Context: an optimization exercise on an open-source flow, tuned for small area and a short achievable clock period. The choices shown serve that exercise and are no tape-out recipe.
Function was checked by simulation only, so behaviour that the tests miss may differ from the original.
Power and IR drop assume default switching activity.

== garnet ==
==> flow/design.v <==
module mpu #(
  parameter integer NREG = 8
) (
  input  wire                    clk,
  input  wire                    rst_n,
  input  wire                    lock_in,
  input  wire                    prog_en,
  input  wire [$clog2(NREG)-1:0] prog_idx,
  input  wire [31:0]             prog_base,
  input  wire [31:0]             prog_limit,     
  input  wire [2:0]              prog_perm,      
  input  wire                    prog_user_ok,
  input  wire                    prog_is_ispace,
  input  wire [1:0]              cur_priv,       
  input  wire [31:0]             if_addr,
  output wire                    if_allow,
  output wire                    if_is_ispace,
  input  wire [31:0]             d_addr,
  input  wire                    d_is_store,
  output wire                    d_allow,
  output wire                    d_is_ispace
);
  function automatic ge32(input [31:0] a, input [31:0] b);
    reg [31:0] gt, ge;
    integer w, k;
    begin
      gt = a & ~b;
      ge = a | ~b;
      for (w = 1; w < 32; w = w * 2)
        for (k = 0; k < 32; k = k + 2 * w) begin
          ge[k] = gt[k + w] | (ge[k + w] & ge[k]);
          gt[k] = gt[k + w] | (ge[k + w] & gt[k]);
        end
      ge32 = ge[0];
    end
  endfunction
  reg            lock_q;
  reg [NREG-1:0] valid;
  reg [31:0]     base  [NREG];
  reg [31:0]     limit [NREG];
  reg [NREG-1:0] perm_r, perm_w, perm_x, user_ok, is_ispace;
  wire wr = prog_en && !lock_q;
  always @(posedge clk or negedge rst_n) begin
    if (!rst_n) lock_q <= 1'b0; else lock_q <= lock_q | lock_in;
  end
  always @(posedge clk or negedge rst_n) begin
    if (!rst_n) valid <= '0;
    else if (wr) valid[prog_idx] <= 1'b1;
  end
  always @(posedge clk) begin
    if (wr) begin
      base[prog_idx]      <= prog_base;
      limit[prog_idx]     <= prog_limit;
      perm_r[prog_idx]    <= prog_perm[0];
      perm_w[prog_idx]    <= prog_perm[1];
      perm_x[prog_idx]    <= prog_perm[2];
      user_ok[prog_idx]   <= prog_user_ok;
      is_ispace[prog_idx] <= prog_is_ispace;
    end
  end
  wire sup = |cur_priv;
  reg [NREG-1:0] if_hit, d_hit;
  reg [NREG-1:0] if_ok, d_ok;
  integer i;
  always @* begin
    for (i = 0; i < NREG; i = i + 1) begin
      if_hit[i] = valid[i] && ge32(if_addr, base[i]) && ge32(limit[i], if_addr);
      d_hit[i]  = valid[i] && ge32(d_addr, base[i]) && ge32(limit[i], d_addr);
      if_ok[i]  = perm_x[i] && (sup || user_ok[i]);
      d_ok[i]   = (d_is_store ? perm_w[i] : perm_r[i]) && (sup || user_ok[i]);
    end
  end
  reg if_a, if_s, d_a, d_s;
  always @* begin
    if_a = 1'b0; if_s = 1'b0; d_a = 1'b0; d_s = 1'b0;
    for (i = 0; i < NREG; i = i + 1) begin
      if (if_hit[i]) begin if_a = if_ok[i]; if_s = is_ispace[i]; end
      if (d_hit[i])  begin d_a = d_ok[i];   d_s = is_ispace[i]; end
    end
  end
  assign if_allow     = if_a;
  assign if_is_ispace = if_s;
  assign d_allow      = d_a;
  assign d_is_ispace  = d_s;
endmodule
module harvos_mpu_pair (
  input  wire        clk,
  input  wire        rst_n,
  input  wire        smpuctl_lock,
  input  wire        mpu_prog_en,
  input  wire [2:0]  mpu_prog_idx,
  input  wire [31:0] mpu_prog_base,
  input  wire [31:0] mpu_prog_limit,
  input  wire [2:0]  mpu_prog_perm,       
  input  wire        mpu_prog_user_ok,
  input  wire        mpu_prog_is_ispace,
  input  wire [1:0]  cur_priv,
  input  wire [31:0] if_paddr,
  output wire        if_allow,
  output wire        if_is_ispace,
  input  wire [31:0] d_paddr,
  input  wire        d_is_store,
  output wire        d_allow,
  output wire        d_is_ispace
);
  mpu #(.NREG(8)) u_mpu (
    .clk            (clk),
    .rst_n          (rst_n),
    .lock_in        (smpuctl_lock),
    .prog_en        (mpu_prog_en),
    .prog_idx       (mpu_prog_idx),
    .prog_base      (mpu_prog_base),
    .prog_limit     (mpu_prog_limit),
    .prog_perm      (mpu_prog_perm),
    .prog_user_ok   (mpu_prog_user_ok),
    .prog_is_ispace (mpu_prog_is_ispace),
    .cur_priv       (cur_priv),
    .if_addr        (if_paddr),
    .if_allow       (if_allow),
    .if_is_ispace   (if_is_ispace),
    .d_addr         (d_paddr),
    .d_is_store     (d_is_store),
    .d_allow        (d_allow),
    .d_is_ispace    (d_is_ispace)
  );
endmodule
clock: 7.0 ns
lec_check: 0
abc_area: 1
cap_margin: 20
core_margin: 2
core_utilization: 40
place_density: 0.6
setup_slack_margin: 2.0
slew_margin: 20
run.sh (not shown) runs the stock make flow with config.mk's settings and CLKGATE_MAP_FILE= SYNTH_SCRIPT=/design/flow/synth_recipe.tcl, a recipe that flattens the netlist after the stock synthesis.
Edits applied to the flow inputs when going from garnet to maple:
diff --git a/flow/config.mk b/flow/config.mk
--- a/flow/config.mk
+++ b/flow/config.mk
@@ -12,3 +12,3 @@
 export PLACE_DENSITY = 0.6
-export SETUP_SLACK_MARGIN = 2.0
+export SETUP_SLACK_MARGIN = 0.25
 export SLEW_MARGIN = 20
[summary]
[compare] base=garnet new=maple: overall power fell 4.4%, TritonCTS buffer count barely changed, worst path buffer plus inverter count shrank by 2, routed wire length lower. maple reports a lower area added between synthesis and finish than garnet does. On design area, garnet loses to maple.

========
Another version of the RTL of harvos_mpu_pair (not shown whole).
Size: about 4,900 cells after synthesis, about 560 flip-flops, about 150 I/O pins, ~36,000 um^2 of cells after synthesis.
Settings: LEC_CHECK=0, ABC_AREA=1, CAP_MARGIN=20, CORE_MARGIN=2, CORE_UTILIZATION=40, CTS_BUF_LIST=sky130_fd_sc_hd__clkbuf_2 sky130_fd_sc_hd__clkbuf_4 sky130_fd_sc_hd__clkbuf_8, CTS_CLUSTER_DIAMETER=60, CTS_CLUSTER_SIZE=30, PLACE_DENSITY=0.6, SETUP_SLACK_MARGIN=2.5, SLEW_MARGIN=20; clock period 7.0 ns.
Next try:
==> flow/flow/run.sh (new file) <==
#!/bin/bash
# Own layout flow: the standard layout, with the port buffers that
# global placement inserts made plain buf_2 cells (the resizer may upsize
# them later) instead of the delay-cell buffers ORFS picks by default.
set -euo pipefail
bash standard.sh synth > synth.log 2>&1
bash standard.sh finish "BUFFER_PORTS_ARGS=-buffer_cell sky130_fd_sc_hd__buf_2" > layout.log 2>&1
==> flow/standard.sh (new file) <==
#!/bin/bash
# synth_recipe.tcl (not shown) runs the flow's synth.tcl, then flattens the netlist and writes it again
# the make line also repeats each setting of config.mk as NAME=value (left out here)
make -C /OpenROAD-flow-scripts/flow DESIGN_CONFIG=/design/flow/config.mk WORK_HOME=/design/flow/orfs CLKGATE_MAP_FILE= SYNTH_SCRIPT=/design/flow/synth_recipe.tcl "${@:-finish}"
--- a/flow/config.mk
+++ b/flow/config.mk
@@ -12,3 +12,3 @@
-export CTS_BUF_LIST = sky130_fd_sc_hd__clkbuf_2 sky130_fd_sc_hd__clkbuf_4 sky130_fd_sc_hd__clkbuf_8
-export CTS_CLUSTER_DIAMETER = 60
-export CTS_CLUSTER_SIZE = 30
+export CTS_BUF_LIST = sky130_fd_sc_hd__clkbuf_4 sky130_fd_sc_hd__clkbuf_8
+export CTS_CLUSTER_DIAMETER = 50
+export CTS_CLUSTER_SIZE = 20
removed: flow/run.sh
After rerunning: Non-clock buffer count drops by 188; wire length drops by 4.8%; first-iteration DRC count drops by 5.6%.
Next try:
--- a/flow/config.mk
+++ b/flow/config.mk
@@ -16 +16 @@
-export SETUP_SLACK_MARGIN = 2.5
+export SETUP_SLACK_MARGIN = 2.0
After rerunning: Via count goes down by 0.89%; first-iteration DRC count goes down by 1.7%; area after synthesis stays the same; die area is unchanged; clock skew goes down by 7.8 ps; worst setup slack degrades by 93 ps.
Next try:
==> flow/run.sh (new file) <==
#!/bin/bash
# synth_recipe.tcl (not shown) runs the flow's synth.tcl, then flattens the netlist and writes it again
# the make line also repeats each setting of config.mk as NAME=value (left out here)
make -C /OpenROAD-flow-scripts/flow DESIGN_CONFIG=/design/flow/config.mk WORK_HOME=/design/flow/orfs CLKGATE_MAP_FILE= SYNTH_SCRIPT=/design/flow/synth_recipe.tcl finish
--- a/flow/config.mk
+++ b/flow/config.mk
@@ -11 +11 @@
-export CORE_UTILIZATION = 40
+export CORE_UTILIZATION = 60
@@ -15,2 +15,2 @@
-export PLACE_DENSITY = 0.6
-export SETUP_SLACK_MARGIN = 2.0
+export PLACE_DENSITY = 0.75
+export SETUP_SLACK_MARGIN = 2.5
removed: flow/flow/run.sh
removed: flow/standard.sh
=>
- worst setup slack gains 180 ps
- final area increases by 9.7%
- synthesized cell count does not change
- area after synthesis is unchanged

========
## lane 1
harvos_mpu_pair, a different RTL version from the one above (not shown whole).
Size: about 560 flip-flops, roughly 150 I/O pins, roughly 36000 um2 of cells after synthesis.
==> flow/config.mk <==
export PLATFORM = sky130hd
export DESIGN_NAME = harvos_mpu_pair
export DESIGN_NICKNAME = harvos_mpu_pair
export VERILOG_FILES = /design/flow/design.v
export SDC_FILE = /design/flow/constraint.sdc
export NUM_CORES = 4
export LEC_CHECK = 0
export ABC_AREA = 1
export CAP_MARGIN = 20
export CORE_MARGIN = 2
export CORE_UTILIZATION = 50
export CTS_BUF_LIST = sky130_fd_sc_hd__clkbuf_4 sky130_fd_sc_hd__clkbuf_8
export CTS_CLUSTER_DIAMETER = 50
export CTS_CLUSTER_SIZE = 20
export PLACE_DENSITY = 0.7
export SETUP_SLACK_MARGIN = 1.8
export SLEW_MARGIN = 20
==> flow/constraint.sdc <==
create_clock -name core_clock -period 7.0 [get_ports {clk}]
set_input_delay 1.4000 -clock core_clock [delete_from_list [all_inputs] [get_ports {clk}]]
set_output_delay 1.4000 -clock core_clock [all_outputs]
set_load 0.01 [all_outputs]
standard.sh (not shown) runs the stock make flow with config.mk's settings and CLKGATE_MAP_FILE= SYNTH_SCRIPT=/design/flow/synth_recipe.tcl, a recipe that flattens the netlist after the stock synthesis.
==> flow/flow/run.sh <==
#!/bin/bash
# Own layout flow: the standard layout, with the port buffers that
# global placement inserts made plain buf_2 cells (the resizer may upsize
# them later) instead of the delay-cell buffers ORFS picks by default.
set -euo pipefail
bash standard.sh synth > synth.log 2>&1
bash standard.sh finish "BUFFER_PORTS_ARGS=-buffer_cell sky130_fd_sc_hd__buf_2" > layout.log 2>&1
Having completed the whole flow, lane 1 delivered a layout that passed the timing, DRC and antenna checks.
Inputs modified between lane 1 and lane 2:
==> flow/flow/run.sh <==
#!/bin/bash
# Own layout flow: the standard synthesis and layout, with
#  - the port buffers that global placement inserts made plain buf_2 cells
#    (the resizer may upsize them later) instead of ORFS's default pick, a
#    delay cell;
#  - power recovery after global routing (RECOVER_POWER), which downsizes
#    gates on paths with slack to spare.
set -euo pipefail
bash standard.sh synth > synth.log 2>&1
bash standard.sh finish "BUFFER_PORTS_ARGS=-buffer_cell sky130_fd_sc_hd__buf_2" RECOVER_POWER=100 > layout.log 2>&1
--- a/flow/config.mk
+++ b/flow/config.mk
@@ -10,3 +10,3 @@
 export CORE_MARGIN = 2
-export CORE_UTILIZATION = 50
+export CORE_UTILIZATION = 40
 export CTS_BUF_LIST = sky130_fd_sc_hd__clkbuf_4 sky130_fd_sc_hd__clkbuf_8
@@ -14,4 +14,4 @@
 export CTS_CLUSTER_SIZE = 20
-export PLACE_DENSITY = 0.7
-export SETUP_SLACK_MARGIN = 1.8
+export PLACE_DENSITY = 0.6
+export SETUP_SLACK_MARGIN = 2.0
 export SLEW_MARGIN = 20
[summary]
Re total routed wirelength: lane 2 and lane 1 aren't equal, and the higher value belongs to lane 2.
Between lane 1 and lane 2, the power in sequential cells does not differ in any meaningful way.
The estimated power of lane 2 ends up higher than the estimate for lane 1.
Measured against lane 1, the non-clock buffer count of lane 2 comes out at 1.06 times the reference value.
[lane 2] flow finished | final checks: failed | reasons: capacitance limit, slew limit
Weighted congestion at the end of routability-driven global placement, lane 2 and lane 1: smaller value in lane 2
Setup changes, lane 2 to lane 3
==> flow/flow/run.sh <==
#!/bin/bash
# Own layout flow: the standard layout, with the port buffers that
# global placement inserts made plain buf_2 cells (the resizer may upsize
# them later) instead of the delay-cell buffers ORFS picks by default.
set -euo pipefail
bash standard.sh synth > synth.log 2>&1
bash standard.sh finish "BUFFER_PORTS_ARGS=-buffer_cell sky130_fd_sc_hd__buf_2" > layout.log 2>&1
==> comparison <==
- Lane 3: flow completed, timing, DRC and antenna clean
- Lane 3 ends up with a number of antenna violations at the first check in global routing that is 1 higher than in lane 2.
- | upper clock frequency limit | lane 3 vs lane 2 | better |
- ~same vias per cell in lane 3 and lane 2
- [compare] base=lane 2 new=lane 3: area growth from synthesis to layout has increased; switching share of total power about even; tightest hold margin now sits at about the same level; final cell count essentially unchanged.
- Across both runs, final critical-path share of the clock period was lower for lane 3 than for lane 2.
- The core of lane 3 is more densely filled than that of lane 2.
- On final wirelength, lane 3 and lane 2 are neck and neck.

========
Starting RTL as in the previous note.
clock: 7.0 ns
lec_check: 0
abc_area: 1
cap_margin: 20
core_margin: 2
core_utilization: 60
cts_buf_list: sky130_fd_sc_hd__clkbuf_4 sky130_fd_sc_hd__clkbuf_8
cts_cluster_diameter: 50
cts_cluster_size: 20
place_density: 0.75
setup_slack_margin: 2.0
slew_margin: 20
==> flow/flow/run.sh <==
#!/bin/bash
# Own layout flow: the standard layout, with the port buffers that
# global placement inserts made plain buf_2 cells (the resizer may upsize
# them later) instead of the delay-cell buffers ORFS picks by default.
set -euo pipefail
bash standard.sh synth > synth.log 2>&1
bash standard.sh finish "BUFFER_PORTS_ARGS=-buffer_cell sky130_fd_sc_hd__buf_2" > layout.log 2>&1
The first run completed with no timing, DRC or antenna violations.
Rerun with:
Settings changed: CORE_UTILIZATION 60 to 70, PLACE_DENSITY 0.75 to 0.85.
Routed wire length is higher slightly.
Maximum frequency barely changes.
Core utilization is higher by 11 points.
Setup slack got worse by 8.8 ps.
Final cell count is lower by a few percent.
Final area is lower slightly.
First-iteration DRC count is higher by a quarter to a third.
Non-clock buffer count is higher by 2.
Synthesized area is unchanged.
Power is lower by a few percent.
Rerun with:
==> flow/flow/run.sh (replaced) <==
#!/bin/bash
# Own layout flow: the standard synthesis and layout, with
#  - the port buffers that global placement inserts made plain buf_2 cells
#    (the resizer may upsize them later) instead of ORFS's default pick, a
#    delay cell;
#  - the resizer free to swap a cell for any equivalent cell, not only one
#    with the same footprint (MATCH_CELL_FOOTPRINT=0).
set -euo pipefail
bash standard.sh synth > synth.log 2>&1
bash standard.sh finish "BUFFER_PORTS_ARGS=-buffer_cell sky130_fd_sc_hd__buf_2" MATCH_CELL_FOOTPRINT=0 > layout.log 2>&1
Settings changed: CORE_UTILIZATION 70 to 40, PLACE_DENSITY 0.85 to 0.6.
Outcome: Hold slack got worse by 28 ps; total power rose by about 8%; via count fell by 4.1%; design area rose by about 4%; non-clock buffer count rose by 12; clock skew stays flat; first-iteration DRC count fell by 42%; wire length rose by 6.0%; synthesized cell count is unchanged; critical path depth fell by 4.
Rerun with:
==> flow/flow/run.sh (replaced) <==
#!/bin/bash
# Own layout flow: the standard layout, with the port buffers that
# global placement inserts made plain buf_2 cells (the resizer may upsize
# them later) instead of the delay-cell buffers ORFS picks by default.
set -euo pipefail
bash standard.sh synth > synth.log 2>&1
bash standard.sh finish "BUFFER_PORTS_ARGS=-buffer_cell sky130_fd_sc_hd__buf_2" > layout.log 2>&1
Settings changed: CORE_UTILIZATION 40 to 65, PLACE_DENSITY 0.6 to 0.8.
Total power drops by 8.7%.
Setup slack is worse by 45 ps.
Critical path depth climbs by 4.
Non-clock buffer count drops by 5.
Cell area drops by 3.3%.
Clock skew climbs by 5.1 ps.
Routed wire length drops by 7.0%.
Clock power drops by 22%.
Utilization climbs by 27 points.

========
## v6
harvos_mpu_pair, a different RTL version from the one above (not shown whole).
Size in the first run: ~4400 cells after synthesis, roughly 0.035 sq mm of cells after synthesis.
## harvos_mpu_pair
module harvos_mpu_pair (
  input  wire        clk,
  input  wire        rst_n,
  input  wire        smpuctl_lock,
  input  wire        mpu_prog_en,
  input  wire [2:0]  mpu_prog_idx,
  input  wire [31:0] mpu_prog_base,
  input  wire [31:0] mpu_prog_limit,
  input  wire [2:0]  mpu_prog_perm,       
  input  wire        mpu_prog_user_ok,
  input  wire        mpu_prog_is_ispace,
  input  wire [1:0]  cur_priv,
  input  wire [31:0] if_paddr,
  output wire        if_allow,
  output wire        if_is_ispace,
  input  wire [31:0] d_paddr,
  input  wire        d_is_store,
  output wire        d_allow,
  output wire        d_is_ispace
);
  mpu #(.NREG(8)) u_mpu (
    .clk            (clk),
    .rst_n          (rst_n),
    .lock_in        (smpuctl_lock),
    .prog_en        (mpu_prog_en),
    .prog_idx       (mpu_prog_idx),
    .prog_base      (mpu_prog_base),
    .prog_limit     (mpu_prog_limit),
    .prog_perm      (mpu_prog_perm),
    .prog_user_ok   (mpu_prog_user_ok),
    .prog_is_ispace (mpu_prog_is_ispace),
    .cur_priv       (cur_priv),
    .if_addr        (if_paddr),
    .if_allow       (if_allow),
    .if_is_ispace   (if_is_ispace),
  ...
export LEC_CHECK = 0
export ABC_AREA = 1
export CAP_MARGIN = 20
export CORE_MARGIN = 2
export CORE_UTILIZATION = 40
export CTS_BUF_LIST = sky130_fd_sc_hd__clkbuf_4 sky130_fd_sc_hd__clkbuf_8
export CTS_CLUSTER_DIAMETER = 50
export CTS_CLUSTER_SIZE = 20
export PLACE_DENSITY = 0.6
export SETUP_SLACK_MARGIN = 2.5
export SLEW_MARGIN = 20
create_clock -name core_clock -period 7.0 [get_ports {clk}]
==> flow/flow/run.sh <==
#!/bin/bash
# Own layout flow: the standard synthesis and layout, with
#  - the port buffers that global placement inserts made plain buf_2 cells
#    (the resizer may upsize them later) instead of ORFS's default pick, a
#    delay cell;
#  - the delay cells and low-power clock inverters kept out of placement,
#    resizing and timing repair, so the resizer uses ordinary buffers and
#    inverters.
set -euo pipefail
bash standard.sh synth > synth.log 2>&1
DU=$(make -s -C "$FLOW_HOME" DESIGN_CONFIG="$PWD/config.mk" WORK_HOME="$PWD/orfs" print-DONT_USE_CELLS | sed 's/^DONT_USE_CELLS: *//')
for c in clkdlybuf4s15_1 clkdlybuf4s15_2 clkdlybuf4s18_1 clkdlybuf4s18_2 clkdlybuf4s25_1 \
         clkdlybuf4s25_2 clkdlybuf4s50_1 clkdlybuf4s50_2 clkinvlp_2 clkinvlp_4 dlygate4sd1_1 \
         dlygate4sd2_1 dlygate4sd3_1 dlymetal6s2s_1 dlymetal6s4s_1 dlymetal6s6s_1; do
  DU="$DU sky130_fd_sc_hd__$c"
done
echo "DONT_USE_CELLS=$DU" > dont_use.log
bash standard.sh finish "BUFFER_PORTS_ARGS=-buffer_cell sky130_fd_sc_hd__buf_2" "DONT_USE_CELLS=$DU" > layout.log 2>&1
Relative to v6, the following input files were edited for v7:
==> flow/flow/run.sh <==
#!/bin/bash
# Own layout flow: the standard layout, with the port buffers that
# global placement inserts made plain buf_2 cells (the resizer may upsize
# them later) instead of the delay-cell buffers ORFS picks by default.
set -euo pipefail
bash standard.sh synth > synth.log 2>&1
bash standard.sh finish "BUFFER_PORTS_ARGS=-buffer_cell sky130_fd_sc_hd__buf_2" > layout.log 2>&1
Results
Each of the runs, namely v6 and v7, reached the end of the flow and came out clean. Compared with v6, v7 shows a higher clock-pin slew of the registers on the worst-case setup and hold paths. Taking v6 as the reference, in v7 core utilization went down by 0.72 points, first-pass GRT wire length moved down. Summary of the comparison: setup slack is lower in v7, relative to v6. Relative to v6, worst hold slack has increased by 0.020 ns in v7. Relative to v6, routability-driven placement congestion ratio decreased by about 0.8% in v7. In v7 relative to v6, sum of internal, switching and leakage power had gone down by a few percent. Compare v6 and v7 | share of the cycle needed by the critical path after routing higher: v7. Taking v6 as the reference, in v7 transition time of the tightest slew-check pin increased 0.066 ns; design area lower; number of detailed-route iterations in the first pass shows no meaningful change.

-- separate check: timing with driven ports --
How much do the figures lean on ideal ports? The routed layouts below were timed once more, with nothing changed but the port constraints.
Step 1 (the two cells are an assumption about what drives the block):
set clk [get_ports {clk}]
set_driving_cell -lib_cell sky130_fd_sc_hd__clkbuf_16 $clk
set_driving_cell -lib_cell sky130_fd_sc_hd__buf_2 [delete_from_list [all_inputs] $clk]
Step 2, shift: input delay + t, output delay - t, t = (earliest + latest rising clock arrival at the registers) / 2. This alone moves slack from input paths to output paths.
Slacks: ideal ports / drivers / drivers and shift; pairs: ideal ports / drivers.
run | t, ns | slack for setup (ns) | worst hold slack (ns) | worst register clock-pin slew, ns
garnet | 0.716 | 1.934 / 1.885 / 1.668 | 0.467 / 0.467 / 0.467 | 0.06 / 0.06
maple | 0.712 | 0.619 / 0.586 / 0.586 | 0.468 / 0.468 / 0.468 | 0.06 / 0.06
the first run of note 2 | 0.837 | 2.148 / 2.117 / 2.117 | 0.513 / 0.513 / 0.513 | 0.12 / 0.12
the second run of note 2 | 0.793 | 2.117 / 2.036 / 2.036 | 0.509 / 0.504 / 0.509 | 0.11 / 0.11
the third run of note 2 | 0.801 | 2.024 / 1.947 / 1.947 | 0.477 / 0.482 / 0.482 | 0.10 / 0.10
the fourth run of note 2 | 0.782 | 2.208 / 2.172 / 1.922 | 0.478 / 0.478 / 0.478 | 0.11 / 0.11
lane 1 | 0.754 | 1.845 / 1.822 / 1.822 | 0.486 / 0.486 / 0.486 | 0.10 / 0.10
lane 2 | 0.758 | 1.197 / 1.237 / 0.479 | 0.477 / 0.477 / 0.477 | 0.10 / 0.10
lane 3 | 0.760 | 2.060 / 1.938 / 1.938 | 0.479 / 0.479 / 0.479 | 0.10 / 0.10
the first run of note 4 | 0.742 | 2.023 / 1.948 / 1.948 | 0.527 / 0.527 / 0.527 | 0.11 / 0.11
the second run of note 4 | 0.793 | 2.014 / 1.956 / 1.956 | 0.505 / 0.468 / 0.528 | 0.12 / 0.12
the third run of note 4 | 0.760 | 2.038 / 1.947 / 1.947 | 0.477 / 0.477 / 0.477 | 0.10 / 0.10
the fourth run of note 4 | 0.774 | 1.992 / 1.879 / 1.879 | 0.478 / 0.478 / 0.478 | 0.12 / 0.12
v6 | 0.809 | 1.988 / 1.827 / 1.827 | 0.473 / 0.458 / 0.473 | 0.10 / 0.10
v7 | 0.793 | 1.817 / 1.789 / 1.789 | 0.494 / 0.483 / 0.494 | 0.10 / 0.10
The setup slack of lane 2, which loses most, moves by +0.040 ns with the drivers and by -0.718 ns with both steps.
